This design comes from an exercise in tuning for small area and a short achievable clock period on the open sky130 flow, not from production work.
In this exercise RTL edits were held to simulation tests only and were not proved equivalent to the original.
No activity file was given, so power comes from the tool's default toggle rates.

--- config.mk ---
export PLATFORM = sky130hd
export DESIGN_NAME = sqrt_16s
export DESIGN_NICKNAME = sqrt_16s
export VERILOG_FILES = /design/flow/design.v
export SDC_FILE = /design/flow/constraint.sdc
export NUM_CORES = 4
export LEC_CHECK = 0
export ABC_AREA = 1
export CAP_MARGIN = 20
export CORE_MARGIN = 2
export CORE_UTILIZATION = 40
export SETUP_SLACK_MARGIN = 1.2
export SLEW_MARGIN = 20
--- constraint.sdc ---
create_clock -name core_clock -period 3.0 [get_ports {clk}]
set_input_delay 0.6000 -clock core_clock [delete_from_list [all_inputs] [get_ports {clk}]]
set_output_delay 0.6000 -clock core_clock [all_outputs]
set_load 0.01 [all_outputs]
--- design.v ---
module sqrt_16s (
    input         clk,
    input  [15:0] data_i,
    input         vld_i,
    output [15:0] data_o,
    output        vld_o
);
    function [6:0] tbl3;
        input [5:0] v;
        case (v)
            6'd0: tbl3 = {3'd0, 4'd0};
            6'd1: tbl3 = {3'd1, 4'd0};
            6'd2: tbl3 = {3'd1, 4'd1};
            6'd3: tbl3 = {3'd1, 4'd2};
            6'd4: tbl3 = {3'd2, 4'd0};
            6'd5: tbl3 = {3'd2, 4'd1};
            6'd6: tbl3 = {3'd2, 4'd2};
            6'd7: tbl3 = {3'd2, 4'd3};
            6'd8: tbl3 = {3'd2, 4'd4};
            6'd9: tbl3 = {3'd3, 4'd0};
            6'd10: tbl3 = {3'd3, 4'd1};
            6'd11: tbl3 = {3'd3, 4'd2};
            6'd12: tbl3 = {3'd3, 4'd3};
            6'd13: tbl3 = {3'd3, 4'd4};
            6'd14: tbl3 = {3'd3, 4'd5};
            6'd15: tbl3 = {3'd3, 4'd6};
            6'd16: tbl3 = {3'd4, 4'd0};
            6'd17: tbl3 = {3'd4, 4'd1};
            6'd18: tbl3 = {3'd4, 4'd2};
            6'd19: tbl3 = {3'd4, 4'd3};
            6'd20: tbl3 = {3'd4, 4'd4};
            6'd21: tbl3 = {3'd4, 4'd5};
            6'd22: tbl3 = {3'd4, 4'd6};
            6'd23: tbl3 = {3'd4, 4'd7};
            6'd24: tbl3 = {3'd4, 4'd8};
            6'd25: tbl3 = {3'd5, 4'd0};
            6'd26: tbl3 = {3'd5, 4'd1};
            6'd27: tbl3 = {3'd5, 4'd2};
            6'd28: tbl3 = {3'd5, 4'd3};
            6'd29: tbl3 = {3'd5, 4'd4};
            6'd30: tbl3 = {3'd5, 4'd5};
            6'd31: tbl3 = {3'd5, 4'd6};
            6'd32: tbl3 = {3'd5, 4'd7};
            6'd33: tbl3 = {3'd5, 4'd8};
            6'd34: tbl3 = {3'd5, 4'd9};
            6'd35: tbl3 = {3'd5, 4'd10};
            6'd36: tbl3 = {3'd6, 4'd0};
            6'd37: tbl3 = {3'd6, 4'd1};
            6'd38: tbl3 = {3'd6, 4'd2};
            6'd39: tbl3 = {3'd6, 4'd3};
            6'd40: tbl3 = {3'd6, 4'd4};
            6'd41: tbl3 = {3'd6, 4'd5};
            6'd42: tbl3 = {3'd6, 4'd6};
            6'd43: tbl3 = {3'd6, 4'd7};
            6'd44: tbl3 = {3'd6, 4'd8};
            6'd45: tbl3 = {3'd6, 4'd9};
            6'd46: tbl3 = {3'd6, 4'd10};
            6'd47: tbl3 = {3'd6, 4'd11};
            6'd48: tbl3 = {3'd6, 4'd12};
            6'd49: tbl3 = {3'd7, 4'd0};
            6'd50: tbl3 = {3'd7, 4'd1};
            6'd51: tbl3 = {3'd7, 4'd2};
            6'd52: tbl3 = {3'd7, 4'd3};
            6'd53: tbl3 = {3'd7, 4'd4};
            6'd54: tbl3 = {3'd7, 4'd5};
            6'd55: tbl3 = {3'd7, 4'd6};
            6'd56: tbl3 = {3'd7, 4'd7};
            6'd57: tbl3 = {3'd7, 4'd8};
            6'd58: tbl3 = {3'd7, 4'd9};
            6'd59: tbl3 = {3'd7, 4'd10};
            6'd60: tbl3 = {3'd7, 4'd11};
            6'd61: tbl3 = {3'd7, 4'd12};
            6'd62: tbl3 = {3'd7, 4'd13};
            6'd63: tbl3 = {3'd7, 4'd14};
            default: tbl3 = 7'bx;
        endcase
    endfunction
    wire [6:0] t3 = tbl3(data_i[15:10]);
    wire [2:0] q3 = t3[6:4];
    wire [3:0] r3 = t3[3:0];
    wire [9:0] x3 = data_i[9:0];
    wire [5:0] a4 = {r3, x3[9:8]};
    wire [5:0] b4 = {1'b0, q3, 2'b01};
    wire [5:0] g4_0 = ~a4 & b4;
    wire [5:0] p4_0 = ~a4 | b4;
    wire g4_1_1 = g4_0[1] | (p4_0[1] & g4_0[0]);
    wire p4_1_1 = p4_0[1] & p4_0[0];
    wire g4_1_3 = g4_0[3] | (p4_0[3] & g4_0[2]);
    wire p4_1_3 = p4_0[3] & p4_0[2];
    wire g4_1_5 = g4_0[5] | (p4_0[5] & g4_0[4]);
    wire p4_1_5 = p4_0[5] & p4_0[4];
    wire g4_2_3 = g4_1_3 | (p4_1_3 & g4_1_1);
    wire p4_2_3 = p4_1_3 & p4_1_1;
    wire g4_5_5 = g4_1_5 | (p4_1_5 & g4_2_3);
    wire p4_5_5 = p4_1_5 & p4_2_3;
    wire g4_6_2 = g4_0[2] | (p4_0[2] & g4_1_1);
    wire p4_6_2 = p4_0[2] & p4_1_1;
    wire g4_6_4 = g4_0[4] | (p4_0[4] & g4_2_3);
    wire p4_6_4 = p4_0[4] & p4_2_3;
    wire s4 = g4_5_5;
    wire [4:0] c4 = {g4_2_3, g4_6_2, g4_1_1, g4_0[0], 1'b0};
    wire [4:0] r4 = a4[4:0] ^ ({5{~s4}} & (b4[4:0] ^ c4));
    wire [3:0] q4 = {q3, ~s4};
    wire [7:0] x4 = x3[7:0];
    reg  [3:0] q_r4;
    always @(posedge clk) q_r4 <= q4;
    reg  [4:0] r_r4;
    always @(posedge clk) r_r4 <= r4;
    reg  [7:0] x_r4;
    always @(posedge clk) x_r4 <= x4;
    reg  [0:0] v_r4;
    always @(posedge clk) v_r4 <= vld_i;
    wire [6:0] a5 = {r_r4, x_r4[7:6]};
    wire [6:0] b5 = {1'b0, q_r4, 2'b01};
    wire [6:0] g5_0 = ~a5 & b5;
    wire [6:0] p5_0 = ~a5 | b5;
    wire g5_1_1 = g5_0[1] | (p5_0[1] & g5_0[0]);
    wire p5_1_1 = p5_0[1] & p5_0[0];
    wire g5_1_3 = g5_0[3] | (p5_0[3] & g5_0[2]);
    wire p5_1_3 = p5_0[3] & p5_0[2];
    wire g5_1_5 = g5_0[5] | (p5_0[5] & g5_0[4]);
    wire p5_1_5 = p5_0[5] & p5_0[4];
    wire g5_2_3 = g5_1_3 | (p5_1_3 & g5_1_1);
    wire p5_2_3 = p5_1_3 & p5_1_1;
    wire g5_5_5 = g5_1_5 | (p5_1_5 & g5_2_3);
    wire p5_5_5 = p5_1_5 & p5_2_3;
    wire g5_6_2 = g5_0[2] | (p5_0[2] & g5_1_1);
    wire p5_6_2 = p5_0[2] & p5_1_1;
    wire g5_6_4 = g5_0[4] | (p5_0[4] & g5_2_3);
    wire p5_6_4 = p5_0[4] & p5_2_3;
    wire g5_6_6 = g5_0[6] | (p5_0[6] & g5_5_5);
    wire p5_6_6 = p5_0[6] & p5_5_5;
    wire s5 = g5_6_6;
    wire [5:0] c5 = {g5_6_4, g5_2_3, g5_6_2, g5_1_1, g5_0[0], 1'b0};
    wire [5:0] r5 = a5[5:0] ^ ({6{~s5}} & (b5[5:0] ^ c5));
    wire [4:0] q5 = {q_r4, ~s5};
    wire [5:0] x5 = x_r4[5:0];
    reg  [4:0] q_r5;
    always @(posedge clk) q_r5 <= q5;
    reg  [5:0] r_r5;
    always @(posedge clk) r_r5 <= r5;
    reg  [5:0] x_r5;
    always @(posedge clk) x_r5 <= x5;
    reg  [0:0] v_r5;
    always @(posedge clk) v_r5 <= v_r4;
    wire [7:0] a6 = {r_r5, x_r5[5:4]};
    wire [7:0] b6 = {1'b0, q_r5, 2'b01};
    wire [7:0] g6_0 = ~a6 & b6;
    wire [7:0] p6_0 = ~a6 | b6;
    wire g6_1_1 = g6_0[1] | (p6_0[1] & g6_0[0]);
    wire p6_1_1 = p6_0[1] & p6_0[0];
    wire g6_1_3 = g6_0[3] | (p6_0[3] & g6_0[2]);
    wire p6_1_3 = p6_0[3] & p6_0[2];
    wire g6_1_5 = g6_0[5] | (p6_0[5] & g6_0[4]);
    wire p6_1_5 = p6_0[5] & p6_0[4];
    wire g6_1_7 = g6_0[7] | (p6_0[7] & g6_0[6]);
    wire p6_1_7 = p6_0[7] & p6_0[6];
    wire g6_2_3 = g6_1_3 | (p6_1_3 & g6_1_1);
    wire p6_2_3 = p6_1_3 & p6_1_1;
    wire g6_2_7 = g6_1_7 | (p6_1_7 & g6_1_5);
    wire p6_2_7 = p6_1_7 & p6_1_5;
    wire g6_3_7 = g6_2_7 | (p6_2_7 & g6_2_3);
    wire p6_3_7 = p6_2_7 & p6_2_3;
    wire g6_5_5 = g6_1_5 | (p6_1_5 & g6_2_3);
    wire p6_5_5 = p6_1_5 & p6_2_3;
    wire g6_6_2 = g6_0[2] | (p6_0[2] & g6_1_1);
    wire p6_6_2 = p6_0[2] & p6_1_1;
    wire g6_6_4 = g6_0[4] | (p6_0[4] & g6_2_3);
    wire p6_6_4 = p6_0[4] & p6_2_3;
    wire g6_6_6 = g6_0[6] | (p6_0[6] & g6_5_5);
    wire p6_6_6 = p6_0[6] & p6_5_5;
    wire s6 = g6_3_7;
    wire [6:0] c6 = {g6_5_5, g6_6_4, g6_2_3, g6_6_2, g6_1_1, g6_0[0], 1'b0};
    wire [6:0] r6 = a6[6:0] ^ ({7{~s6}} & (b6[6:0] ^ c6));
    wire [5:0] q6 = {q_r5, ~s6};
    wire [3:0] x6 = x_r5[3:0];
    reg  [5:0] q_r6;
    always @(posedge clk) q_r6 <= q6;
    reg  [6:0] r_r6;
    always @(posedge clk) r_r6 <= r6;
    reg  [3:0] x_r6;
    always @(posedge clk) x_r6 <= x6;
    reg  [0:0] v_r6;
    always @(posedge clk) v_r6 <= v_r5;
    wire [8:0] a7 = {r_r6, x_r6[3:2]};
    wire [8:0] b7 = {1'b0, q_r6, 2'b01};
    wire [8:0] g7_0 = ~a7 & b7;
    wire [8:0] p7_0 = ~a7 | b7;
    wire g7_1_1 = g7_0[1] | (p7_0[1] & g7_0[0]);
    wire p7_1_1 = p7_0[1] & p7_0[0];
    wire g7_1_3 = g7_0[3] | (p7_0[3] & g7_0[2]);
    wire p7_1_3 = p7_0[3] & p7_0[2];
    wire g7_1_5 = g7_0[5] | (p7_0[5] & g7_0[4]);
    wire p7_1_5 = p7_0[5] & p7_0[4];
    wire g7_1_7 = g7_0[7] | (p7_0[7] & g7_0[6]);
    wire p7_1_7 = p7_0[7] & p7_0[6];
    wire g7_2_3 = g7_1_3 | (p7_1_3 & g7_1_1);
    wire p7_2_3 = p7_1_3 & p7_1_1;
    wire g7_2_7 = g7_1_7 | (p7_1_7 & g7_1_5);
    wire p7_2_7 = p7_1_7 & p7_1_5;
    wire g7_3_7 = g7_2_7 | (p7_2_7 & g7_2_3);
    wire p7_3_7 = p7_2_7 & p7_2_3;
    wire g7_7_5 = g7_1_5 | (p7_1_5 & g7_2_3);
    wire p7_7_5 = p7_1_5 & p7_2_3;
    wire g7_8_2 = g7_0[2] | (p7_0[2] & g7_1_1);
    wire p7_8_2 = p7_0[2] & p7_1_1;
    wire g7_8_4 = g7_0[4] | (p7_0[4] & g7_2_3);
    wire p7_8_4 = p7_0[4] & p7_2_3;
    wire g7_8_6 = g7_0[6] | (p7_0[6] & g7_7_5);
    wire p7_8_6 = p7_0[6] & p7_7_5;
    wire g7_8_8 = g7_0[8] | (p7_0[8] & g7_3_7);
    wire p7_8_8 = p7_0[8] & p7_3_7;
    wire s7 = g7_8_8;
    wire [7:0] c7 = {g7_8_6, g7_7_5, g7_8_4, g7_2_3, g7_8_2, g7_1_1, g7_0[0], 1'b0};
    wire [7:0] r7 = a7[7:0] ^ ({8{~s7}} & (b7[7:0] ^ c7));
    wire [6:0] q7 = {q_r6, ~s7};
    wire [1:0] x7 = x_r6[1:0];
    reg  [6:0] q_r7;
    always @(posedge clk) q_r7 <= q7;
    reg  [7:0] r_r7;
    always @(posedge clk) r_r7 <= r7;
    reg  [1:0] x_r7;
    always @(posedge clk) x_r7 <= x7;
    reg  [0:0] v_r7;
    always @(posedge clk) v_r7 <= v_r6;
    wire [9:0] a8 = {r_r7, x_r7[1:0]};
    wire [9:0] b8 = {1'b0, q_r7, 2'b01};
    wire [9:0] g8_0 = ~a8 & b8;
    wire [9:0] p8_0 = ~a8 | b8;
    wire g8_1_1 = g8_0[1] | (p8_0[1] & g8_0[0]);
    wire p8_1_1 = p8_0[1] & p8_0[0];
    wire g8_1_3 = g8_0[3] | (p8_0[3] & g8_0[2]);
    wire p8_1_3 = p8_0[3] & p8_0[2];
    wire g8_1_5 = g8_0[5] | (p8_0[5] & g8_0[4]);
    wire p8_1_5 = p8_0[5] & p8_0[4];
    wire g8_1_7 = g8_0[7] | (p8_0[7] & g8_0[6]);
    wire p8_1_7 = p8_0[7] & p8_0[6];
    wire g8_1_9 = g8_0[9] | (p8_0[9] & g8_0[8]);
    wire p8_1_9 = p8_0[9] & p8_0[8];
    wire g8_2_3 = g8_1_3 | (p8_1_3 & g8_1_1);
    wire p8_2_3 = p8_1_3 & p8_1_1;
    wire g8_2_7 = g8_1_7 | (p8_1_7 & g8_1_5);
    wire p8_2_7 = p8_1_7 & p8_1_5;
    wire g8_3_7 = g8_2_7 | (p8_2_7 & g8_2_3);
    wire p8_3_7 = p8_2_7 & p8_2_3;
    wire g8_7_5 = g8_1_5 | (p8_1_5 & g8_2_3);
    wire p8_7_5 = p8_1_5 & p8_2_3;
    wire g8_7_9 = g8_1_9 | (p8_1_9 & g8_3_7);
    wire p8_7_9 = p8_1_9 & p8_3_7;
    wire g8_8_2 = g8_0[2] | (p8_0[2] & g8_1_1);
    wire p8_8_2 = p8_0[2] & p8_1_1;
    wire g8_8_4 = g8_0[4] | (p8_0[4] & g8_2_3);
    wire p8_8_4 = p8_0[4] & p8_2_3;
    wire g8_8_6 = g8_0[6] | (p8_0[6] & g8_7_5);
    wire p8_8_6 = p8_0[6] & p8_7_5;
    wire g8_8_8 = g8_0[8] | (p8_0[8] & g8_3_7);
    wire p8_8_8 = p8_0[8] & p8_3_7;
    wire s8 = g8_7_9;
    wire [8:0] c8 = {g8_3_7, g8_8_6, g8_7_5, g8_8_4, g8_2_3, g8_8_2, g8_1_1, g8_0[0], 1'b0};
    wire [8:0] r8 = a8[8:0] ^ ({9{~s8}} & (b8[8:0] ^ c8));
    wire [7:0] q8 = {q_r7, ~s8};
    reg  [7:0] q_r8;
    always @(posedge clk) q_r8 <= q8;
    reg  [8:0] r_r8;
    always @(posedge clk) r_r8 <= r8;
    reg  [0:0] v_r8;
    always @(posedge clk) v_r8 <= v_r7;
    wire [10:0] a9 = {r_r8, 2'b00};
    wire [10:0] b9 = {1'b0, q_r8, 2'b01};
    wire [10:0] g9_0 = ~a9 & b9;
    wire [10:0] p9_0 = ~a9 | b9;
    wire g9_1_1 = g9_0[1] | (p9_0[1] & g9_0[0]);
    wire p9_1_1 = p9_0[1] & p9_0[0];
    wire g9_1_3 = g9_0[3] | (p9_0[3] & g9_0[2]);
    wire p9_1_3 = p9_0[3] & p9_0[2];
    wire g9_1_5 = g9_0[5] | (p9_0[5] & g9_0[4]);
    wire p9_1_5 = p9_0[5] & p9_0[4];
    wire g9_1_7 = g9_0[7] | (p9_0[7] & g9_0[6]);
    wire p9_1_7 = p9_0[7] & p9_0[6];
    wire g9_1_9 = g9_0[9] | (p9_0[9] & g9_0[8]);
    wire p9_1_9 = p9_0[9] & p9_0[8];
    wire g9_2_3 = g9_1_3 | (p9_1_3 & g9_1_1);
    wire p9_2_3 = p9_1_3 & p9_1_1;
    wire g9_2_7 = g9_1_7 | (p9_1_7 & g9_1_5);
    wire p9_2_7 = p9_1_7 & p9_1_5;
    wire g9_3_7 = g9_2_7 | (p9_2_7 & g9_2_3);
    wire p9_3_7 = p9_2_7 & p9_2_3;
    wire g9_7_5 = g9_1_5 | (p9_1_5 & g9_2_3);
    wire p9_7_5 = p9_1_5 & p9_2_3;
    wire g9_7_9 = g9_1_9 | (p9_1_9 & g9_3_7);
    wire p9_7_9 = p9_1_9 & p9_3_7;
    wire g9_8_2 = g9_0[2] | (p9_0[2] & g9_1_1);
    wire p9_8_2 = p9_0[2] & p9_1_1;
    wire g9_8_4 = g9_0[4] | (p9_0[4] & g9_2_3);
    wire p9_8_4 = p9_0[4] & p9_2_3;
    wire g9_8_6 = g9_0[6] | (p9_0[6] & g9_7_5);
    wire p9_8_6 = p9_0[6] & p9_7_5;
    wire g9_8_8 = g9_0[8] | (p9_0[8] & g9_3_7);
    wire p9_8_8 = p9_0[8] & p9_3_7;
    wire g9_8_10 = g9_0[10] | (p9_0[10] & g9_7_9);
    wire p9_8_10 = p9_0[10] & p9_7_9;
    wire s9 = g9_8_10;
    wire [9:0] c9 = {g9_8_8, g9_3_7, g9_8_6, g9_7_5, g9_8_4, g9_2_3, g9_8_2, g9_1_1, g9_0[0], 1'b0};
    wire [9:0] r9 = a9[9:0] ^ ({10{~s9}} & (b9[9:0] ^ c9));
    wire [8:0] q9 = {q_r8, ~s9};
    reg  [8:0] q_r9;
    always @(posedge clk) q_r9 <= q9;
    reg  [9:0] r_r9;
    always @(posedge clk) r_r9 <= r9;
    reg  [0:0] v_r9;
    always @(posedge clk) v_r9 <= v_r8;
    wire [11:0] a10 = {r_r9, 2'b00};
    wire [11:0] b10 = {1'b0, q_r9, 2'b01};
    wire [11:0] g10_0 = ~a10 & b10;
    wire [11:0] p10_0 = ~a10 | b10;
    wire g10_1_1 = g10_0[1] | (p10_0[1] & g10_0[0]);
    wire p10_1_1 = p10_0[1] & p10_0[0];
    wire g10_1_3 = g10_0[3] | (p10_0[3] & g10_0[2]);
    wire p10_1_3 = p10_0[3] & p10_0[2];
    wire g10_1_5 = g10_0[5] | (p10_0[5] & g10_0[4]);
    wire p10_1_5 = p10_0[5] & p10_0[4];
    wire g10_1_7 = g10_0[7] | (p10_0[7] & g10_0[6]);
    wire p10_1_7 = p10_0[7] & p10_0[6];
    wire g10_1_9 = g10_0[9] | (p10_0[9] & g10_0[8]);
    wire p10_1_9 = p10_0[9] & p10_0[8];
    wire g10_1_11 = g10_0[11] | (p10_0[11] & g10_0[10]);
    wire p10_1_11 = p10_0[11] & p10_0[10];
    wire g10_2_3 = g10_1_3 | (p10_1_3 & g10_1_1);
    wire p10_2_3 = p10_1_3 & p10_1_1;
    wire g10_2_7 = g10_1_7 | (p10_1_7 & g10_1_5);
    wire p10_2_7 = p10_1_7 & p10_1_5;
    wire g10_2_11 = g10_1_11 | (p10_1_11 & g10_1_9);
    wire p10_2_11 = p10_1_11 & p10_1_9;
    wire g10_3_7 = g10_2_7 | (p10_2_7 & g10_2_3);
    wire p10_3_7 = p10_2_7 & p10_2_3;
    wire g10_6_11 = g10_2_11 | (p10_2_11 & g10_3_7);
    wire p10_6_11 = p10_2_11 & p10_3_7;
    wire g10_7_5 = g10_1_5 | (p10_1_5 & g10_2_3);
    wire p10_7_5 = p10_1_5 & p10_2_3;
    wire g10_7_9 = g10_1_9 | (p10_1_9 & g10_3_7);
    wire p10_7_9 = p10_1_9 & p10_3_7;
    wire g10_8_2 = g10_0[2] | (p10_0[2] & g10_1_1);
    wire p10_8_2 = p10_0[2] & p10_1_1;
    wire g10_8_4 = g10_0[4] | (p10_0[4] & g10_2_3);
    wire p10_8_4 = p10_0[4] & p10_2_3;
    wire g10_8_6 = g10_0[6] | (p10_0[6] & g10_7_5);
    wire p10_8_6 = p10_0[6] & p10_7_5;
    wire g10_8_8 = g10_0[8] | (p10_0[8] & g10_3_7);
    wire p10_8_8 = p10_0[8] & p10_3_7;
    wire g10_8_10 = g10_0[10] | (p10_0[10] & g10_7_9);
    wire p10_8_10 = p10_0[10] & p10_7_9;
    wire s10 = g10_6_11;
    wire [10:0] c10 = {g10_7_9, g10_8_8, g10_3_7, g10_8_6, g10_7_5, g10_8_4, g10_2_3, g10_8_2, g10_1_1, g10_0[0], 1'b0};
    wire [10:0] r10 = a10[10:0] ^ ({11{~s10}} & (b10[10:0] ^ c10));
    wire [9:0] q10 = {q_r9, ~s10};
    reg  [9:0] q_r10;
    always @(posedge clk) q_r10 <= q10;
    reg  [10:0] r_r10;
    always @(posedge clk) r_r10 <= r10;
    reg  [0:0] v_r10;
    always @(posedge clk) v_r10 <= v_r9;
    wire [12:0] a11 = {r_r10, 2'b00};
    wire [12:0] b11 = {1'b0, q_r10, 2'b01};
    wire [12:0] g11_0 = ~a11 & b11;
    wire [12:0] p11_0 = ~a11 | b11;
    wire g11_1_1 = g11_0[1] | (p11_0[1] & g11_0[0]);
    wire p11_1_1 = p11_0[1] & p11_0[0];
    wire g11_1_3 = g11_0[3] | (p11_0[3] & g11_0[2]);
    wire p11_1_3 = p11_0[3] & p11_0[2];
    wire g11_1_5 = g11_0[5] | (p11_0[5] & g11_0[4]);
    wire p11_1_5 = p11_0[5] & p11_0[4];
    wire g11_1_7 = g11_0[7] | (p11_0[7] & g11_0[6]);
    wire p11_1_7 = p11_0[7] & p11_0[6];
    wire g11_1_9 = g11_0[9] | (p11_0[9] & g11_0[8]);
    wire p11_1_9 = p11_0[9] & p11_0[8];
    wire g11_1_11 = g11_0[11] | (p11_0[11] & g11_0[10]);
    wire p11_1_11 = p11_0[11] & p11_0[10];
    wire g11_2_3 = g11_1_3 | (p11_1_3 & g11_1_1);
    wire p11_2_3 = p11_1_3 & p11_1_1;
    wire g11_2_7 = g11_1_7 | (p11_1_7 & g11_1_5);
    wire p11_2_7 = p11_1_7 & p11_1_5;
    wire g11_2_11 = g11_1_11 | (p11_1_11 & g11_1_9);
    wire p11_2_11 = p11_1_11 & p11_1_9;
    wire g11_3_7 = g11_2_7 | (p11_2_7 & g11_2_3);
    wire p11_3_7 = p11_2_7 & p11_2_3;
    wire g11_6_11 = g11_2_11 | (p11_2_11 & g11_3_7);
    wire p11_6_11 = p11_2_11 & p11_3_7;
    wire g11_7_5 = g11_1_5 | (p11_1_5 & g11_2_3);
    wire p11_7_5 = p11_1_5 & p11_2_3;
    wire g11_7_9 = g11_1_9 | (p11_1_9 & g11_3_7);
    wire p11_7_9 = p11_1_9 & p11_3_7;
    wire g11_8_2 = g11_0[2] | (p11_0[2] & g11_1_1);
    wire p11_8_2 = p11_0[2] & p11_1_1;
    wire g11_8_4 = g11_0[4] | (p11_0[4] & g11_2_3);
    wire p11_8_4 = p11_0[4] & p11_2_3;
    wire g11_8_6 = g11_0[6] | (p11_0[6] & g11_7_5);
    wire p11_8_6 = p11_0[6] & p11_7_5;
    wire g11_8_8 = g11_0[8] | (p11_0[8] & g11_3_7);
    wire p11_8_8 = p11_0[8] & p11_3_7;
    wire g11_8_10 = g11_0[10] | (p11_0[10] & g11_7_9);
    wire p11_8_10 = p11_0[10] & p11_7_9;
    wire g11_8_12 = g11_0[12] | (p11_0[12] & g11_6_11);
    wire p11_8_12 = p11_0[12] & p11_6_11;
    wire s11 = g11_8_12;
    wire [11:0] c11 = {g11_8_10, g11_7_9, g11_8_8, g11_3_7, g11_8_6, g11_7_5, g11_8_4, g11_2_3, g11_8_2, g11_1_1, g11_0[0], 1'b0};
    wire [11:0] r11 = a11[11:0] ^ ({12{~s11}} & (b11[11:0] ^ c11));
    wire [10:0] q11 = {q_r10, ~s11};
    reg  [10:0] q_r11;
    always @(posedge clk) q_r11 <= q11;
    reg  [11:0] r_r11;
    always @(posedge clk) r_r11 <= r11;
    reg  [0:0] v_r11;
    always @(posedge clk) v_r11 <= v_r10;
    wire [13:0] a12 = {r_r11, 2'b00};
    wire [13:0] b12 = {1'b0, q_r11, 2'b01};
    wire [13:0] g12_0 = ~a12 & b12;
    wire [13:0] p12_0 = ~a12 | b12;
    wire g12_1_1 = g12_0[1] | (p12_0[1] & g12_0[0]);
    wire p12_1_1 = p12_0[1] & p12_0[0];
    wire g12_1_3 = g12_0[3] | (p12_0[3] & g12_0[2]);
    wire p12_1_3 = p12_0[3] & p12_0[2];
    wire g12_1_5 = g12_0[5] | (p12_0[5] & g12_0[4]);
    wire p12_1_5 = p12_0[5] & p12_0[4];
    wire g12_1_7 = g12_0[7] | (p12_0[7] & g12_0[6]);
    wire p12_1_7 = p12_0[7] & p12_0[6];
    wire g12_1_9 = g12_0[9] | (p12_0[9] & g12_0[8]);
    wire p12_1_9 = p12_0[9] & p12_0[8];
    wire g12_1_11 = g12_0[11] | (p12_0[11] & g12_0[10]);
    wire p12_1_11 = p12_0[11] & p12_0[10];
    wire g12_1_13 = g12_0[13] | (p12_0[13] & g12_0[12]);
    wire p12_1_13 = p12_0[13] & p12_0[12];
    wire g12_2_3 = g12_1_3 | (p12_1_3 & g12_1_1);
    wire p12_2_3 = p12_1_3 & p12_1_1;
    wire g12_2_7 = g12_1_7 | (p12_1_7 & g12_1_5);
    wire p12_2_7 = p12_1_7 & p12_1_5;
    wire g12_2_11 = g12_1_11 | (p12_1_11 & g12_1_9);
    wire p12_2_11 = p12_1_11 & p12_1_9;
    wire g12_3_7 = g12_2_7 | (p12_2_7 & g12_2_3);
    wire p12_3_7 = p12_2_7 & p12_2_3;
    wire g12_6_11 = g12_2_11 | (p12_2_11 & g12_3_7);
    wire p12_6_11 = p12_2_11 & p12_3_7;
    wire g12_7_5 = g12_1_5 | (p12_1_5 & g12_2_3);
    wire p12_7_5 = p12_1_5 & p12_2_3;
    wire g12_7_9 = g12_1_9 | (p12_1_9 & g12_3_7);
    wire p12_7_9 = p12_1_9 & p12_3_7;
    wire g12_7_13 = g12_1_13 | (p12_1_13 & g12_6_11);
    wire p12_7_13 = p12_1_13 & p12_6_11;
    wire g12_8_2 = g12_0[2] | (p12_0[2] & g12_1_1);
    wire p12_8_2 = p12_0[2] & p12_1_1;
    wire g12_8_4 = g12_0[4] | (p12_0[4] & g12_2_3);
    wire p12_8_4 = p12_0[4] & p12_2_3;
    wire g12_8_6 = g12_0[6] | (p12_0[6] & g12_7_5);
    wire p12_8_6 = p12_0[6] & p12_7_5;
    wire g12_8_8 = g12_0[8] | (p12_0[8] & g12_3_7);
    wire p12_8_8 = p12_0[8] & p12_3_7;
    wire g12_8_10 = g12_0[10] | (p12_0[10] & g12_7_9);
    wire p12_8_10 = p12_0[10] & p12_7_9;
    wire g12_8_12 = g12_0[12] | (p12_0[12] & g12_6_11);
    wire p12_8_12 = p12_0[12] & p12_6_11;
    wire s12 = g12_7_13;
    wire [12:0] c12 = {g12_6_11, g12_8_10, g12_7_9, g12_8_8, g12_3_7, g12_8_6, g12_7_5, g12_8_4, g12_2_3, g12_8_2, g12_1_1, g12_0[0], 1'b0};
    wire [12:0] r12 = a12[12:0] ^ ({13{~s12}} & (b12[12:0] ^ c12));
    wire [11:0] q12 = {q_r11, ~s12};
    reg  [11:0] q_r12;
    always @(posedge clk) q_r12 <= q12;
    reg  [12:0] r_r12;
    always @(posedge clk) r_r12 <= r12;
    reg  [0:0] v_r12;
    always @(posedge clk) v_r12 <= v_r11;
    wire [14:0] a13 = {r_r12, 2'b00};
    wire [14:0] b13 = {1'b0, q_r12, 2'b01};
    wire [14:0] g13_0 = ~a13 & b13;
    wire [14:0] p13_0 = ~a13 | b13;
    wire g13_1_1 = g13_0[1] | (p13_0[1] & g13_0[0]);
    wire p13_1_1 = p13_0[1] & p13_0[0];
    wire g13_1_3 = g13_0[3] | (p13_0[3] & g13_0[2]);
    wire p13_1_3 = p13_0[3] & p13_0[2];
    wire g13_1_5 = g13_0[5] | (p13_0[5] & g13_0[4]);
    wire p13_1_5 = p13_0[5] & p13_0[4];
    wire g13_1_7 = g13_0[7] | (p13_0[7] & g13_0[6]);
    wire p13_1_7 = p13_0[7] & p13_0[6];
    wire g13_1_9 = g13_0[9] | (p13_0[9] & g13_0[8]);
    wire p13_1_9 = p13_0[9] & p13_0[8];
    wire g13_1_11 = g13_0[11] | (p13_0[11] & g13_0[10]);
    wire p13_1_11 = p13_0[11] & p13_0[10];
    wire g13_1_13 = g13_0[13] | (p13_0[13] & g13_0[12]);
    wire p13_1_13 = p13_0[13] & p13_0[12];
    wire g13_2_3 = g13_1_3 | (p13_1_3 & g13_1_1);
    wire p13_2_3 = p13_1_3 & p13_1_1;
    wire g13_2_7 = g13_1_7 | (p13_1_7 & g13_1_5);
    wire p13_2_7 = p13_1_7 & p13_1_5;
    wire g13_2_11 = g13_1_11 | (p13_1_11 & g13_1_9);
    wire p13_2_11 = p13_1_11 & p13_1_9;
    wire g13_3_7 = g13_2_7 | (p13_2_7 & g13_2_3);
    wire p13_3_7 = p13_2_7 & p13_2_3;
    wire g13_6_11 = g13_2_11 | (p13_2_11 & g13_3_7);
    wire p13_6_11 = p13_2_11 & p13_3_7;
    wire g13_7_5 = g13_1_5 | (p13_1_5 & g13_2_3);
    wire p13_7_5 = p13_1_5 & p13_2_3;
    wire g13_7_9 = g13_1_9 | (p13_1_9 & g13_3_7);
    wire p13_7_9 = p13_1_9 & p13_3_7;
    wire g13_7_13 = g13_1_13 | (p13_1_13 & g13_6_11);
    wire p13_7_13 = p13_1_13 & p13_6_11;
    wire g13_8_2 = g13_0[2] | (p13_0[2] & g13_1_1);
    wire p13_8_2 = p13_0[2] & p13_1_1;
    wire g13_8_4 = g13_0[4] | (p13_0[4] & g13_2_3);
    wire p13_8_4 = p13_0[4] & p13_2_3;
    wire g13_8_6 = g13_0[6] | (p13_0[6] & g13_7_5);
    wire p13_8_6 = p13_0[6] & p13_7_5;
    wire g13_8_8 = g13_0[8] | (p13_0[8] & g13_3_7);
    wire p13_8_8 = p13_0[8] & p13_3_7;
    wire g13_8_10 = g13_0[10] | (p13_0[10] & g13_7_9);
    wire p13_8_10 = p13_0[10] & p13_7_9;
    wire g13_8_12 = g13_0[12] | (p13_0[12] & g13_6_11);
    wire p13_8_12 = p13_0[12] & p13_6_11;
    wire g13_8_14 = g13_0[14] | (p13_0[14] & g13_7_13);
    wire p13_8_14 = p13_0[14] & p13_7_13;
    wire s13 = g13_8_14;
    wire [13:0] c13 = {g13_8_12, g13_6_11, g13_8_10, g13_7_9, g13_8_8, g13_3_7, g13_8_6, g13_7_5, g13_8_4, g13_2_3, g13_8_2, g13_1_1, g13_0[0], 1'b0};
    wire [13:0] r13 = a13[13:0] ^ ({14{~s13}} & (b13[13:0] ^ c13));
    wire [12:0] q13 = {q_r12, ~s13};
    reg  [12:0] q_r13;
    always @(posedge clk) q_r13 <= q13;
    reg  [13:0] r_r13;
    always @(posedge clk) r_r13 <= r13;
    reg  [0:0] v_r13;
    always @(posedge clk) v_r13 <= v_r12;
    wire [15:0] a14 = {r_r13, 2'b00};
    wire [15:0] b14 = {1'b0, q_r13, 2'b01};
    wire [15:0] g14_0 = ~a14 & b14;
    wire [15:0] p14_0 = ~a14 | b14;
    wire g14_1_1 = g14_0[1] | (p14_0[1] & g14_0[0]);
    wire p14_1_1 = p14_0[1] & p14_0[0];
    wire g14_1_3 = g14_0[3] | (p14_0[3] & g14_0[2]);
    wire p14_1_3 = p14_0[3] & p14_0[2];
    wire g14_1_5 = g14_0[5] | (p14_0[5] & g14_0[4]);
    wire p14_1_5 = p14_0[5] & p14_0[4];
    wire g14_1_7 = g14_0[7] | (p14_0[7] & g14_0[6]);
    wire p14_1_7 = p14_0[7] & p14_0[6];
    wire g14_1_9 = g14_0[9] | (p14_0[9] & g14_0[8]);
    wire p14_1_9 = p14_0[9] & p14_0[8];
    wire g14_1_11 = g14_0[11] | (p14_0[11] & g14_0[10]);
    wire p14_1_11 = p14_0[11] & p14_0[10];
    wire g14_1_13 = g14_0[13] | (p14_0[13] & g14_0[12]);
    wire p14_1_13 = p14_0[13] & p14_0[12];
    wire g14_1_15 = g14_0[15] | (p14_0[15] & g14_0[14]);
    wire p14_1_15 = p14_0[15] & p14_0[14];
    wire g14_2_3 = g14_1_3 | (p14_1_3 & g14_1_1);
    wire p14_2_3 = p14_1_3 & p14_1_1;
    wire g14_2_7 = g14_1_7 | (p14_1_7 & g14_1_5);
    wire p14_2_7 = p14_1_7 & p14_1_5;
    wire g14_2_11 = g14_1_11 | (p14_1_11 & g14_1_9);
    wire p14_2_11 = p14_1_11 & p14_1_9;
    wire g14_2_15 = g14_1_15 | (p14_1_15 & g14_1_13);
    wire p14_2_15 = p14_1_15 & p14_1_13;
    wire g14_3_7 = g14_2_7 | (p14_2_7 & g14_2_3);
    wire p14_3_7 = p14_2_7 & p14_2_3;
    wire g14_3_15 = g14_2_15 | (p14_2_15 & g14_2_11);
    wire p14_3_15 = p14_2_15 & p14_2_11;
    wire g14_4_15 = g14_3_15 | (p14_3_15 & g14_3_7);
    wire p14_4_15 = p14_3_15 & p14_3_7;
    wire g14_6_11 = g14_2_11 | (p14_2_11 & g14_3_7);
    wire p14_6_11 = p14_2_11 & p14_3_7;
    wire g14_7_5 = g14_1_5 | (p14_1_5 & g14_2_3);
    wire p14_7_5 = p14_1_5 & p14_2_3;
    wire g14_7_9 = g14_1_9 | (p14_1_9 & g14_3_7);
    wire p14_7_9 = p14_1_9 & p14_3_7;
    wire g14_7_13 = g14_1_13 | (p14_1_13 & g14_6_11);
    wire p14_7_13 = p14_1_13 & p14_6_11;
    wire g14_8_2 = g14_0[2] | (p14_0[2] & g14_1_1);
    wire p14_8_2 = p14_0[2] & p14_1_1;
    wire g14_8_4 = g14_0[4] | (p14_0[4] & g14_2_3);
    wire p14_8_4 = p14_0[4] & p14_2_3;
    wire g14_8_6 = g14_0[6] | (p14_0[6] & g14_7_5);
    wire p14_8_6 = p14_0[6] & p14_7_5;
    wire g14_8_8 = g14_0[8] | (p14_0[8] & g14_3_7);
    wire p14_8_8 = p14_0[8] & p14_3_7;
    wire g14_8_10 = g14_0[10] | (p14_0[10] & g14_7_9);
    wire p14_8_10 = p14_0[10] & p14_7_9;
    wire g14_8_12 = g14_0[12] | (p14_0[12] & g14_6_11);
    wire p14_8_12 = p14_0[12] & p14_6_11;
    wire g14_8_14 = g14_0[14] | (p14_0[14] & g14_7_13);
    wire p14_8_14 = p14_0[14] & p14_7_13;
    wire s14 = g14_4_15;
    wire [14:0] c14 = {g14_7_13, g14_8_12, g14_6_11, g14_8_10, g14_7_9, g14_8_8, g14_3_7, g14_8_6, g14_7_5, g14_8_4, g14_2_3, g14_8_2, g14_1_1, g14_0[0], 1'b0};
    wire [14:0] r14 = a14[14:0] ^ ({15{~s14}} & (b14[14:0] ^ c14));
    wire [13:0] q14 = {q_r13, ~s14};
    reg  [13:0] q_r14;
    always @(posedge clk) q_r14 <= q14;
    reg  [14:0] r_r14;
    always @(posedge clk) r_r14 <= r14;
    reg  [0:0] v_r14;
    always @(posedge clk) v_r14 <= v_r13;
    wire [16:0] a15 = {r_r14, 2'b00};
    wire [16:0] b15 = {1'b0, q_r14, 2'b01};
    wire [16:0] g15_0 = ~a15 & b15;
    wire [16:0] p15_0 = ~a15 | b15;
    wire g15_1_1 = g15_0[1] | (p15_0[1] & g15_0[0]);
    wire p15_1_1 = p15_0[1] & p15_0[0];
    wire g15_1_3 = g15_0[3] | (p15_0[3] & g15_0[2]);
    wire p15_1_3 = p15_0[3] & p15_0[2];
    wire g15_1_5 = g15_0[5] | (p15_0[5] & g15_0[4]);
    wire p15_1_5 = p15_0[5] & p15_0[4];
    wire g15_1_7 = g15_0[7] | (p15_0[7] & g15_0[6]);
    wire p15_1_7 = p15_0[7] & p15_0[6];
    wire g15_1_9 = g15_0[9] | (p15_0[9] & g15_0[8]);
    wire p15_1_9 = p15_0[9] & p15_0[8];
    wire g15_1_11 = g15_0[11] | (p15_0[11] & g15_0[10]);
    wire p15_1_11 = p15_0[11] & p15_0[10];
    wire g15_1_13 = g15_0[13] | (p15_0[13] & g15_0[12]);
    wire p15_1_13 = p15_0[13] & p15_0[12];
    wire g15_1_15 = g15_0[15] | (p15_0[15] & g15_0[14]);
    wire p15_1_15 = p15_0[15] & p15_0[14];
    wire g15_2_3 = g15_1_3 | (p15_1_3 & g15_1_1);
    wire p15_2_3 = p15_1_3 & p15_1_1;
    wire g15_2_7 = g15_1_7 | (p15_1_7 & g15_1_5);
    wire p15_2_7 = p15_1_7 & p15_1_5;
    wire g15_2_11 = g15_1_11 | (p15_1_11 & g15_1_9);
    wire p15_2_11 = p15_1_11 & p15_1_9;
    wire g15_2_15 = g15_1_15 | (p15_1_15 & g15_1_13);
    wire p15_2_15 = p15_1_15 & p15_1_13;
    wire g15_3_7 = g15_2_7 | (p15_2_7 & g15_2_3);
    wire p15_3_7 = p15_2_7 & p15_2_3;
    wire g15_3_15 = g15_2_15 | (p15_2_15 & g15_2_11);
    wire p15_3_15 = p15_2_15 & p15_2_11;
    wire g15_4_15 = g15_3_15 | (p15_3_15 & g15_3_7);
    wire p15_4_15 = p15_3_15 & p15_3_7;
    wire g15_8_11 = g15_2_11 | (p15_2_11 & g15_3_7);
    wire p15_8_11 = p15_2_11 & p15_3_7;
    wire g15_9_5 = g15_1_5 | (p15_1_5 & g15_2_3);
    wire p15_9_5 = p15_1_5 & p15_2_3;
    wire g15_9_9 = g15_1_9 | (p15_1_9 & g15_3_7);
    wire p15_9_9 = p15_1_9 & p15_3_7;
    wire g15_9_13 = g15_1_13 | (p15_1_13 & g15_8_11);
    wire p15_9_13 = p15_1_13 & p15_8_11;
    wire g15_10_2 = g15_0[2] | (p15_0[2] & g15_1_1);
    wire p15_10_2 = p15_0[2] & p15_1_1;
    wire g15_10_4 = g15_0[4] | (p15_0[4] & g15_2_3);
    wire p15_10_4 = p15_0[4] & p15_2_3;
    wire g15_10_6 = g15_0[6] | (p15_0[6] & g15_9_5);
    wire p15_10_6 = p15_0[6] & p15_9_5;
    wire g15_10_8 = g15_0[8] | (p15_0[8] & g15_3_7);
    wire p15_10_8 = p15_0[8] & p15_3_7;
    wire g15_10_10 = g15_0[10] | (p15_0[10] & g15_9_9);
    wire p15_10_10 = p15_0[10] & p15_9_9;
    wire g15_10_12 = g15_0[12] | (p15_0[12] & g15_8_11);
    wire p15_10_12 = p15_0[12] & p15_8_11;
    wire g15_10_14 = g15_0[14] | (p15_0[14] & g15_9_13);
    wire p15_10_14 = p15_0[14] & p15_9_13;
    wire g15_10_16 = g15_0[16] | (p15_0[16] & g15_4_15);
    wire p15_10_16 = p15_0[16] & p15_4_15;
    wire s15 = g15_10_16;
    wire [15:0] c15 = {g15_10_14, g15_9_13, g15_10_12, g15_8_11, g15_10_10, g15_9_9, g15_10_8, g15_3_7, g15_10_6, g15_9_5, g15_10_4, g15_2_3, g15_10_2, g15_1_1, g15_0[0], 1'b0};
    wire [15:0] r15 = a15[15:0] ^ ({16{~s15}} & (b15[15:0] ^ c15));
    wire [14:0] q15 = {q_r14, ~s15};
    reg  [14:0] q_r15;
    always @(posedge clk) q_r15 <= q15;
    reg  [15:0] r_r15;
    always @(posedge clk) r_r15 <= r15;
    reg  [0:0] v_r15;
    always @(posedge clk) v_r15 <= v_r14;
    wire [17:0] a16 = {r_r15, 2'b00};
    wire [17:0] b16 = {1'b0, q_r15, 2'b01};
    wire [17:0] g16_0 = ~a16 & b16;
    wire [17:0] p16_0 = ~a16 | b16;
    wire g16_1_1 = g16_0[1] | (p16_0[1] & g16_0[0]);
    wire p16_1_1 = p16_0[1] & p16_0[0];
    wire g16_1_3 = g16_0[3] | (p16_0[3] & g16_0[2]);
    wire p16_1_3 = p16_0[3] & p16_0[2];
    wire g16_1_5 = g16_0[5] | (p16_0[5] & g16_0[4]);
    wire p16_1_5 = p16_0[5] & p16_0[4];
    wire g16_1_7 = g16_0[7] | (p16_0[7] & g16_0[6]);
    wire p16_1_7 = p16_0[7] & p16_0[6];
    wire g16_1_9 = g16_0[9] | (p16_0[9] & g16_0[8]);
    wire p16_1_9 = p16_0[9] & p16_0[8];
    wire g16_1_11 = g16_0[11] | (p16_0[11] & g16_0[10]);
    wire p16_1_11 = p16_0[11] & p16_0[10];
    wire g16_1_13 = g16_0[13] | (p16_0[13] & g16_0[12]);
    wire p16_1_13 = p16_0[13] & p16_0[12];
    wire g16_1_15 = g16_0[15] | (p16_0[15] & g16_0[14]);
    wire p16_1_15 = p16_0[15] & p16_0[14];
    wire g16_1_17 = g16_0[17] | (p16_0[17] & g16_0[16]);
    wire p16_1_17 = p16_0[17] & p16_0[16];
    wire g16_2_3 = g16_1_3 | (p16_1_3 & g16_1_1);
    wire p16_2_3 = p16_1_3 & p16_1_1;
    wire g16_2_7 = g16_1_7 | (p16_1_7 & g16_1_5);
    wire p16_2_7 = p16_1_7 & p16_1_5;
    wire g16_2_11 = g16_1_11 | (p16_1_11 & g16_1_9);
    wire p16_2_11 = p16_1_11 & p16_1_9;
    wire g16_2_15 = g16_1_15 | (p16_1_15 & g16_1_13);
    wire p16_2_15 = p16_1_15 & p16_1_13;
    wire g16_3_7 = g16_2_7 | (p16_2_7 & g16_2_3);
    wire p16_3_7 = p16_2_7 & p16_2_3;
    wire g16_3_15 = g16_2_15 | (p16_2_15 & g16_2_11);
    wire p16_3_15 = p16_2_15 & p16_2_11;
    wire g16_4_15 = g16_3_15 | (p16_3_15 & g16_3_7);
    wire p16_4_15 = p16_3_15 & p16_3_7;
    wire g16_8_11 = g16_2_11 | (p16_2_11 & g16_3_7);
    wire p16_8_11 = p16_2_11 & p16_3_7;
    wire g16_9_5 = g16_1_5 | (p16_1_5 & g16_2_3);
    wire p16_9_5 = p16_1_5 & p16_2_3;
    wire g16_9_9 = g16_1_9 | (p16_1_9 & g16_3_7);
    wire p16_9_9 = p16_1_9 & p16_3_7;
    wire g16_9_13 = g16_1_13 | (p16_1_13 & g16_8_11);
    wire p16_9_13 = p16_1_13 & p16_8_11;
    wire g16_9_17 = g16_1_17 | (p16_1_17 & g16_4_15);
    wire p16_9_17 = p16_1_17 & p16_4_15;
    wire g16_10_2 = g16_0[2] | (p16_0[2] & g16_1_1);
    wire p16_10_2 = p16_0[2] & p16_1_1;
    wire g16_10_4 = g16_0[4] | (p16_0[4] & g16_2_3);
    wire p16_10_4 = p16_0[4] & p16_2_3;
    wire g16_10_6 = g16_0[6] | (p16_0[6] & g16_9_5);
    wire p16_10_6 = p16_0[6] & p16_9_5;
    wire g16_10_8 = g16_0[8] | (p16_0[8] & g16_3_7);
    wire p16_10_8 = p16_0[8] & p16_3_7;
    wire g16_10_10 = g16_0[10] | (p16_0[10] & g16_9_9);
    wire p16_10_10 = p16_0[10] & p16_9_9;
    wire g16_10_12 = g16_0[12] | (p16_0[12] & g16_8_11);
    wire p16_10_12 = p16_0[12] & p16_8_11;
    wire g16_10_14 = g16_0[14] | (p16_0[14] & g16_9_13);
    wire p16_10_14 = p16_0[14] & p16_9_13;
    wire g16_10_16 = g16_0[16] | (p16_0[16] & g16_4_15);
    wire p16_10_16 = p16_0[16] & p16_4_15;
    wire s16 = g16_9_17;
    wire [15:0] q16 = {q_r15, ~s16};
    reg  [15:0] q_r16;
    always @(posedge clk) q_r16 <= q16;
    reg  [0:0] v_r16;
    always @(posedge clk) v_r16 <= v_r15;
    assign data_o = q_r16;
    assign vld_o  = v_r16;
endmodule
--- flow/run.sh ---
#!/bin/bash
# The standard layout (standard.sh: ORFS from synthesis to the final layout) with:
#  - ADDER_MAP_FILE empty: Yosys does not extract full/half-adder cells, so ABC maps
#    all the logic itself (the registers are the same as in the standard synthesis);
#  - buf_2 cells as the input and output port buffers;
#  - a clock tree of clkbuf_8 cells without dummy loads.
# Everything ORFS prints goes to standard.log in this folder; each step's own log stays
# under orfs/logs/.
bash standard.sh \
  "ADDER_MAP_FILE=" "SETUP_MOVE_SEQUENCE=unbuffer,sizeup,swap" \
  "BUFFER_PORTS_ARGS=-buffer_cell sky130_fd_sc_hd__buf_2" \
  "CTS_ARGS=-sink_clustering_enable -repair_clock_nets -dont_use_dummy_load -buf_list sky130_fd_sc_hd__clkbuf_8 -sink_clustering_size 14 -sink_clustering_max_diameter 35" \
  finish > standard.log 2>&1
--- standard.sh ---
#!/bin/bash
# synth_recipe.tcl (not shown) runs the flow's synth.tcl, then flattens the netlist and writes it again
# the make line also repeats each setting of config.mk as NAME=value (left out here)
make -C /OpenROAD-flow-scripts/flow DESIGN_CONFIG=/design/flow/config.mk WORK_HOME=/design/flow/orfs CLKGATE_MAP_FILE= SYNTH_SCRIPT=/design/flow/synth_recipe.tcl "${@:-finish}"
==> summary.md, run 1 <==
## Setup path
- 0 — WP buf/inv
- r_r7[1]$_DFF_P_ — capture point of the worst reg-to-reg path
- sky130_fd_sc_hd__nand2_1 — most numerous cell on the critical path
- 0.40 ns — biggest cell delay along the critical path
- 2.15 ns — CP arrival
- sky130_fd_sc_hd__dfxtp_1 — worst-path cell with the longest stage delay
- flip-flop — category of the worst setup path capture point
- 11 — number of cells on the worst reg-to-reg path
- simple AND/OR/NAND/NOR gates — crit-path leading delay family
- 3.45 ns — Worst Path Required
- flip-flop to flip-flop — kind of critical path
- 11 — peak fanout along the critical path
- flip-flop — startpoint class of the critical path
- nand2_1 -> a21oi_2 -> nand2_1 -> nand2_1 -> nand4_2 -> nand2_1 -> nand2_1 -> nand2_2 -> nand2_4 -> nand2_1 -> xor2_1 — crit-path cells
- 1.30 ns — Worst R2R Setup Slack
- q_r6[0]$_DFF_P_ — start of the worst register-to-register path

## Global route
- 7,719 — via count of the first global-routing pass
- 0 — initial antenna violation count
- 31,800 um — wire length of the first global-routing pass
- 0 — GRT overflow
- 13.0% — GRT Total Usage
- 20 — pin count of the biggest net entering global routing

## Cells and area
- 320 x sky130_fd_sc_hd__nand2_1, 258 x sky130_fd_sc_hd__dfxtp_1, 223 x sky130_fd_sc_hd__inv_1 — leading cell types in the layout, fill and taps excluded
- 0 — antenna fix cells
- 1,507 — nets
- sky130_fd_sc_hd__nand2_1 — most common cell after layout, fill and taps aside
- 1,865 — Final Non-Filler Cells
- 15.6% — share of layout cells above drive strength 1
- 12.4% — synthesis-to-layout area growth

## Hold path
- 1 — cell depth of the worst hold path
- primary input to flip-flop — worst min-delay path category
- data_i[5] — startpoint of the lowest-slack hold path
- x_r4[5]$_DFF_P_ — Hold Crit Endpoint

## CTS
- 275 — clk sink count
- 41 — number of buffers created by CTS
- sky130_fd_sc_hd__clkbuf_8 — Clock Root Buffer
- 0.08 ns — clock-pin slew of the registers on the worst-case setup and hold paths
- 2 — H-tree depth
- 0.54 ns — clock latency on the worst-skew pair
- 0 — count of hold buffers inserted by post-cts repair
- yes — CTS tree
- 3 — buffer depth of the longest clock path
- 0 — post-CTS setup repair buffer count

## Pwr
- 527 uV — peak ir drop on the vdd network
- 6.35 nW — leakage dissipation
- 1280 mW/mm2 — Cell Pwr Density

## Yosys
- 0.0113 mm2 — Syn Std Cell Area
- 275 — #FFs+latches synth
- 1,438 — Post-Syn Nets
- 7.94 um2 — Avg Synthesized Cell Area
- 0 — number of enable-type register cells in the synthesized netlist
- sky130_fd_sc_hd__dfxtp_1 — dominant synthesized flop cell
- 46 — unique cell type count in the Yosys netlist
- 1,420 — synthesized netlist cell count
- 1 — count of yosys warnings during synthesis
- 0% — share of synthesized flip-flops with an asynchronous set or reset
- 48.8% — portion of the post-synthesis area used by sequential elements

## Timing
- 0.360 ns — worst-margin pin slew
- 0 — final number of hold-violating endpoints
- 0.0515 ns — worst clock skew
- 0 ns — Fin Setup TNS
- 75.9% — Slew headroom
- 0.590 GHz — Max Freq
- 56.5% — Tcrit/Tclk final
- 0 — setup violation total in the final timing report
- 1.70 ns — Final min period
- 0 — max-slew violation count
- true — setup repair after global routing missed its margin

## Die
- 35 — number of top-level design ports
- 0.0295 mm2 — die area
- 172 um — overall die width
- 40.6% — initial core utilization
- 172 um — height of the die
- 0.0278 mm2 — placeable core area
- 61 — number of standard-cell rows in the floorplan

## Placed design
- 34 — number of I/O port buffers
- 0.787 — RD Place Congestion
- 14,400 um — dpl hpwl
- 1,824 — total placed cells including tap cells

## Flow run
- 0 — max capacitance violation total

## Routing
- 18,800 um — detailed-route wire length
- 10.1 um — wire length per cell
- 0 — post-detailed-route count of antenna-violating nets
- 4 — number of optimization iterations in the first detailed-route pass
- 297 — drt initial violations
- 4.47 — Via density
- 0 — number of design rule violations left after detail routing
- 8,336 — DR vias

## Run status
- complete, no violations — outcome

[logic make-up after synthesis]
logic type               share of synthesized area, %
AND/OR/NAND/NOR                                  23.6
flip-flops                                       48.8
buffers and inverters                            8.97
AO/OA/AOI/OAI                                    8.88
XOR/XNOR                                         9.62
adder cells (fa/ha/maj)                        0.0999
[sequential cells by signal (all words and copies together) (netlist names), 10 cells and up]
register	count
q_r16	16
q_r11	11
q_r13	13
q_r10	10
q_r15	15
q_r12	12
r_r11	10
r_r14	13
r_r12	11
r_r13	12
q_r14	14
r_r15	14
[synth_stat cells, drive strengths merged (5+ instances only)]
| cell | number | area (um2) |
|---|---|---|
| buf | 8 | 85.1 |
| o211ai | 7 | 57.6 |
| nand3 | 90 | 475 |
| o22ai | 5 | 31.3 |
| xor2 | 95 | 840 |
| nand3b | 7 | 65.1 |
| nand2 | 374 | 1520 |
| nor2 | 90 | 360 |
| a31oi | 5 | 31.3 |
| inv | 246 | 926 |
| xnor2 | 28 | 245 |
| a21oi | 46 | 272 |
| o21ai | 94 | 504 |
| or2 | 16 | 100 |
| nand4 | 19 | 125 |
| dfxtp | 275 | 5510 |
[layer usage]
layer	track usage, %	part of all wire (%)	routed length [um]	up-vias
met5	0	0	0	-
met1	12.8	41	7750	3651
met4	5.63	2.9	542	0
met2	25.9	52	9800	117
met3	2.88	3.9	737	47
li1	-	-	-	4521
[final cells by class]
cell class	count	area (um2)
Clock buffer	41	564
Fill cell	2745	15100
Inverter	246	933
Multi-Input combinational cell	891	5000
Sequential cell	275	5530
Tap cell	378	473
Timing Repair Buffer	34	170
[repair_timing]
item                       in CTS  in global routing
gates resized for setup         5                 99
pin swaps                       1                 23
setup endpoints to repair      13                 79
[power by group]
| group | leakage [nW] | internal (W) | switching, W |
|---|---|---|---|
| Combinational | 3.74 | 0.00304 | 0.00464 |
| Clock | 0.295 | 0.00120 | 0.00120 |
| Sequential | 2.32 | 0.00519 | 0.000957 |
[per-stage QoR]
step | setup slack, ns | util [%] | cell area (um2) | power, W | hold slack [ns]
floorplan | 1.23 | - | 11300 | 0.0121 | 0.310
global placement | 1.02 | 42.6 | 11800 | 0.0132 | 0.311
detailed placement | 0.971 | 42.6 | 11800 | 0.0134 | 0.312
CTS | 1.17 | 44.7 | 12400 | 0.0159 | 0.142
global route | 1.18 | 45.6 | 12700 | 0.0178 | 0.142
finish | 1.30 | 45.6 | 12700 | 0.0162 | 0.174
[worst max path at each step]
stage                                start                to  cells after the start
final                      q_r6[0]$_DFF_P_   r_r7[1]$_DFF_P_                     11
after global routing       q_r9[0]$_DFF_P_  r_r10[7]$_DFF_P_                     11
after global placement          data_i[13]   r_r4[4]$_DFF_P_                     15
after detailed placement        data_i[13]   r_r4[1]$_DFF_P_                     15
after CTS                 q_r11[4]$_DFF_P_  r_r12[9]$_DFF_P_                     12
after floorplan                 data_i[14]   r_r4[2]$_DFF_P_                     13
==> run 2: changes to the inputs <==
--- a/flow/run.sh
+++ b/flow/run.sh
@@ -9,5 +9,5 @@
 bash standard.sh \
   "ADDER_MAP_FILE=" "SETUP_MOVE_SEQUENCE=unbuffer,sizeup,swap" \
   "BUFFER_PORTS_ARGS=-buffer_cell sky130_fd_sc_hd__buf_2" \
-  "CTS_ARGS=-sink_clustering_enable -repair_clock_nets -dont_use_dummy_load -buf_list sky130_fd_sc_hd__clkbuf_8 -sink_clustering_size 14 -sink_clustering_max_diameter 35" \
+  "CTS_ARGS=-sink_clustering_enable -repair_clock_nets -dont_use_dummy_load -buf_list sky130_fd_sc_hd__clkbuf_8 -sink_clustering_size 14 -sink_clustering_max_diameter 50 -balance_levels" \
   finish > standard.log 2>&1
==> run 2 against run 1 <==
  * Still clean
  * Synthesized cell count is the same
  * Synthesized area did not move
  * Sequential share of layout area increased by 0.78 points
  * Register-to-register slack about the same
  * Combinational power about the same
  * Setup slack gained 0.0011 ns
  * First-iteration DRC count decreased by 3.7%
  * Critical path depth unchanged
  * Critical endpoint is now r_r12[8]$_DFF_P_
==> summary.md, run 2 <==
## Cells and area
- 324 x sky130_fd_sc_hd__nand2_1, 252 x sky130_fd_sc_hd__dfxtp_1, 225 x sky130_fd_sc_hd__inv_1 — leading cell types in the layout, fill and taps excluded
- 0.0125 mm2 — Final Cell Area, -1.6%
- 16 — number of flip-flops in the largest register, unchanged
- q_r16 x16, q_r15 x15 — largest registers
- 1,851 — Final Non-Filler Cells, -0.75%
- 0.00554 mm2 — Reg area, +0.18%
- 0.00499 mm2 — combined area of the multi-input logic cells, -0.33%
- sky130_fd_sc_hd__nand2_1 — most common cell after layout, fill and taps aside
- q_r16 — top register by number of flip-flops
- 44.9% — share of the core filled with cells in the final layout, -0.72 points
- 14.7% — share of layout cells above drive strength 1, -0.87 points
- 10.6% — synthesis-to-layout area growth
- 2,780 — number of fill cells, +1.3%
- 1,493 — nets, -0.93%
- 0 — antenna fix cells, unchanged

## Global route
- 20 — pin count of the biggest net entering global routing, unchanged
- 0 — initial antenna violation count, unchanged
- 31,900 um — wire length of the first global-routing pass, +0.41%
- 12.9% — GRT Total Usage, -0.13 points
- 0 — GRT overflow, unchanged
- 7,652 — via count of the first global-routing pass, -0.87%

## Flow run
- 0 — max capacitance violation total, unchanged

## Routing
- 0 — post-detailed-route count of antenna-violating nets, unchanged
- 286 — drt initial violations, -3.7%
- 4 — number of optimization iterations in the first detailed-route pass, unchanged
- 4.45 — Via density, -0.33%
- 0 — number of design rule violations left after detail routing, unchanged
- 8,246 — DR vias, -1.1%
- 10.1 um — wire length per cell, -0.22%
- 18,600 um — detailed-route wire length, -0.97%

## Hold path
- primary input to flip-flop — worst min-delay path category
- x_r4[6]$_DFF_P_ — Hold Crit Endpoint
- 1 — cell depth of the worst hold path, unchanged
- data_i[6] — startpoint of the lowest-slack hold path

## Die
- 0.0278 mm2 — placeable core area, unchanged
- 35 — number of top-level design ports, unchanged
- 172 um — height of the die, unchanged
- 40.6% — initial core utilization, unchanged
- 0.0295 mm2 — die area, unchanged
- 172 um — overall die width, unchanged
- 61 — number of standard-cell rows in the floorplan, unchanged

## Yosys
- 48.8% — portion of the post-synthesis area used by sequential elements, unchanged
- 339 x sky130_fd_sc_hd__nand2_1, 275 x sky130_fd_sc_hd__dfxtp_1, 236 x sky130_fd_sc_hd__inv_1 — most common library cells after synthesis
- 1 — count of yosys warnings during synthesis, unchanged
- 46 — unique cell type count in the Yosys netlist, unchanged
- 1,438 — Post-Syn Nets, unchanged
- sky130_fd_sc_hd__dfxtp_1 — library cell with the largest summed area after synthesis
- 0.0113 mm2 — Syn Std Cell Area, unchanged
- 48.8% — Yosys top cell area share, unchanged
- sky130_fd_sc_hd__nand2_1 — top-count cell post-synth
- sky130_fd_sc_hd__dfxtp_1 — dominant synthesized flop cell
- 0 — number of enable-type register cells in the synthesized netlist, unchanged
- sky130_fd_sc_hd__dfxtp_1 49%, sky130_fd_sc_hd__nand2_1 11%, sky130_fd_sc_hd__inv_1 7.9%, sky130_fd_sc_hd__xor2_1 7.3%, sky130_fd_sc_hd__nand3_1 3.8% — leading post-synthesis cells by cell area
- 7.94 um2 — Avg Synthesized Cell Area, unchanged
- 0% — share of synthesized flip-flops with an asynchronous set or reset, unchanged
- 275 — #FFs+latches synth, unchanged
- 1,420 — synthesized netlist cell count, unchanged

## Pwr
- 541 uV — peak ir drop on the vdd network, +2.6%
- 0.0157 W — overall power, -3.1%
- 6.24 nW — leakage dissipation, -1.6%
- 1260 mW/mm2 — Cell Pwr Density, -1.6%

## Timing
- true — setup repair after global routing missed its margin
- 56.5% — Tcrit/Tclk final, about the same
- 0.377 ns — worst-margin pin slew, +0.0175 ns
- 0 — setup violation total in the final timing report, unchanged
- 0.590 GHz — Max Freq, about the same
- 0.0465 ns — worst clock skew, -0.00492 ns
- 0 — final number of hold-violating endpoints, unchanged
- 0 — max-slew violation count, unchanged
- 1.69 ns — Final min period, -0.00111 ns
- 0 ns — Fin Setup TNS, unchanged
- 74.8% — Slew headroom, -1.2 points

## Setup path
- sky130_fd_sc_hd__dfxtp_4 — worst-path cell with the longest stage delay
- 0.36 ns — biggest cell delay along the critical path, -0.04 ns
- 2.11 ns — CP arrival, -0.04 ns
- q_r11[3]$_DFF_P_ — start of the worst register-to-register path
- 3.41 ns — Worst Path Required, -0.04 ns
- flip-flop — category of the worst setup path capture point
- simple AND/OR/NAND/NOR gates — crit-path leading delay family
- flip-flop — startpoint class of the critical path
- inv_2 -> nand2_2 -> inv_2 -> o21ai_1 -> nand2_2 -> nand3b_4 -> nand3_4 -> nand2_4 -> a21boi_4 -> nand2_1 -> xor2_1 — crit-path cells
- 2 — WP buf/inv, +2
- 12 — peak fanout along the critical path, +1
- 11 — number of cells on the worst reg-to-reg path, unchanged
- flip-flop to flip-flop — kind of critical path
- 1.31 ns — Worst R2R Setup Slack, about the same
- r_r12[8]$_DFF_P_ — capture point of the worst reg-to-reg path

## Placed design
- 1,824 — total placed cells including tap cells, unchanged
- 34 — number of I/O port buffers, unchanged
- 0.0118 mm2 — placed cell area, unchanged
- 0.787 — RD Place Congestion, unchanged
- 14,400 um — dpl hpwl, unchanged

## CTS
- 0.55 ns — clock latency on the worst-skew pair, about the same
- 1 — H-tree depth, -1
- 27 — number of buffers created by CTS, -34%
- 0.08 ns — clock-pin slew of the registers on the worst-case setup and hold paths, about the same
- sky130_fd_sc_hd__clkbuf_8 — Clock Root Buffer
- 275 — clk sink count, unchanged
- yes — CTS tree
- 0 — post-CTS setup repair buffer count, unchanged
- 3 — buffer depth of the longest clock path, unchanged

## Run status
- complete, no violations — outcome

run 2: worst max path at each step:
stage | from | endpoint | slack (ns) | cells after the start
floorplan | data_i[14] | r_r4[2]$_DFF_P_ | 1.23 | 13
global placement | data_i[13] | r_r4[4]$_DFF_P_ | 1.02 | 15
detailed placement | data_i[13] | r_r4[1]$_DFF_P_ | 0.97 | 15
CTS | q_r10[1]$_DFF_P_ | r_r11[10]$_DFF_P_ | 1.20 | 13
global route | r_r11[5]$_DFF_P_ | r_r12[7]$_DFF_P_ | 1.17 | 10
finish | q_r11[3]$_DFF_P_ | r_r12[8]$_DFF_P_ | 1.31 | 11
run 2: layout make-up:
class                      instances  share of cell area [%]
inverter                         246                    7.48
sequential                       275                    44.4
timing repair buffer              34                    1.36
tap                              378                    3.79
multi-input combinational        891                    40.0
clock buffer                      27                    2.98
run 2: routing by layer:
layer / up-vias / share of wire [%] / global-route usage, %
met3: 35 / 3.3 / 2.22
li1: 4487 / - / -
met2: 110 / 52 / 26.5
met5: - / 0 / 0
met1: 3614 / 41 / 13.0
met4: 0 / 2.9 / 3.95
run 2: per-stage QoR:
stage | worst slack, ns | hold slack [ns]
floorplan | 1.23 | 0.310
global placement | 1.02 | 0.311
detailed placement | 0.971 | 0.312
CTS | 1.20 | 0.105
global route | 1.17 | 0.102
finish | 1.31 | 0.143
run 2: cell families (layout without fill, tap and decap cells):
family	count (synthesis)	after routing	share of synthesized area, %
XOR/XNOR	123	123	9.62
AND/OR/NAND/NOR	599	599	23.6
buffers and inverters	254	307	8.97
AO/OA/AOI/OAI	168	168	8.88
flip-flops	275	275	48.8
adder cells (fa/ha/maj)	1	1	0.0999
run 2: where the power goes:
group | switching (W) | leakage [nW] | total, W | internal [W]
combinational | 0.00466 | 3.73 | 0.00769 | 0.00303
sequential | 0.000947 | 2.32 | 0.00614 | 0.00519
clock | 0.00110 | 0.194 | 0.00190 | 0.000797
total | 0.00670 | 6.24 | 0.0157 | 0.00902
run 2: what timing repair did:
action,in CTS,in global routing
setup endpoints to repair,11,81
resized for setup,4,97
pin swaps,1,23
hold buffers,0,0

## separate check: timing with driven ports
No port has a modelled driver above. Below, the same layouts with a new extraction and two added sets of constraints.
Step 1, drivers: a clkbuf_16 drives clk and a buf_2 each remaining input, both assumed.
Step 2 adds t to the input delays and takes it off the output delays; t is the mean of the earliest and latest rising clock arrival at the registers after step 1. Input paths then give back, and output paths get back, about the clock's delay inside the block.
Slacks: no drivers / after step 1 / after step 2; pairs: no drivers / after step 1.
run	t (ns)	slack for setup (ns)	cell pins on the clock port's net
run 1	0.559	1.305 / 1.305 / 0.968	1
run 2	0.571	1.306 / 1.306 / 0.990	1
After both steps every run listed still meets setup and hold. For run 1, which loses most, drivers alone change the setup slack by 0.000 ns; drivers and shift together by -0.337 ns.
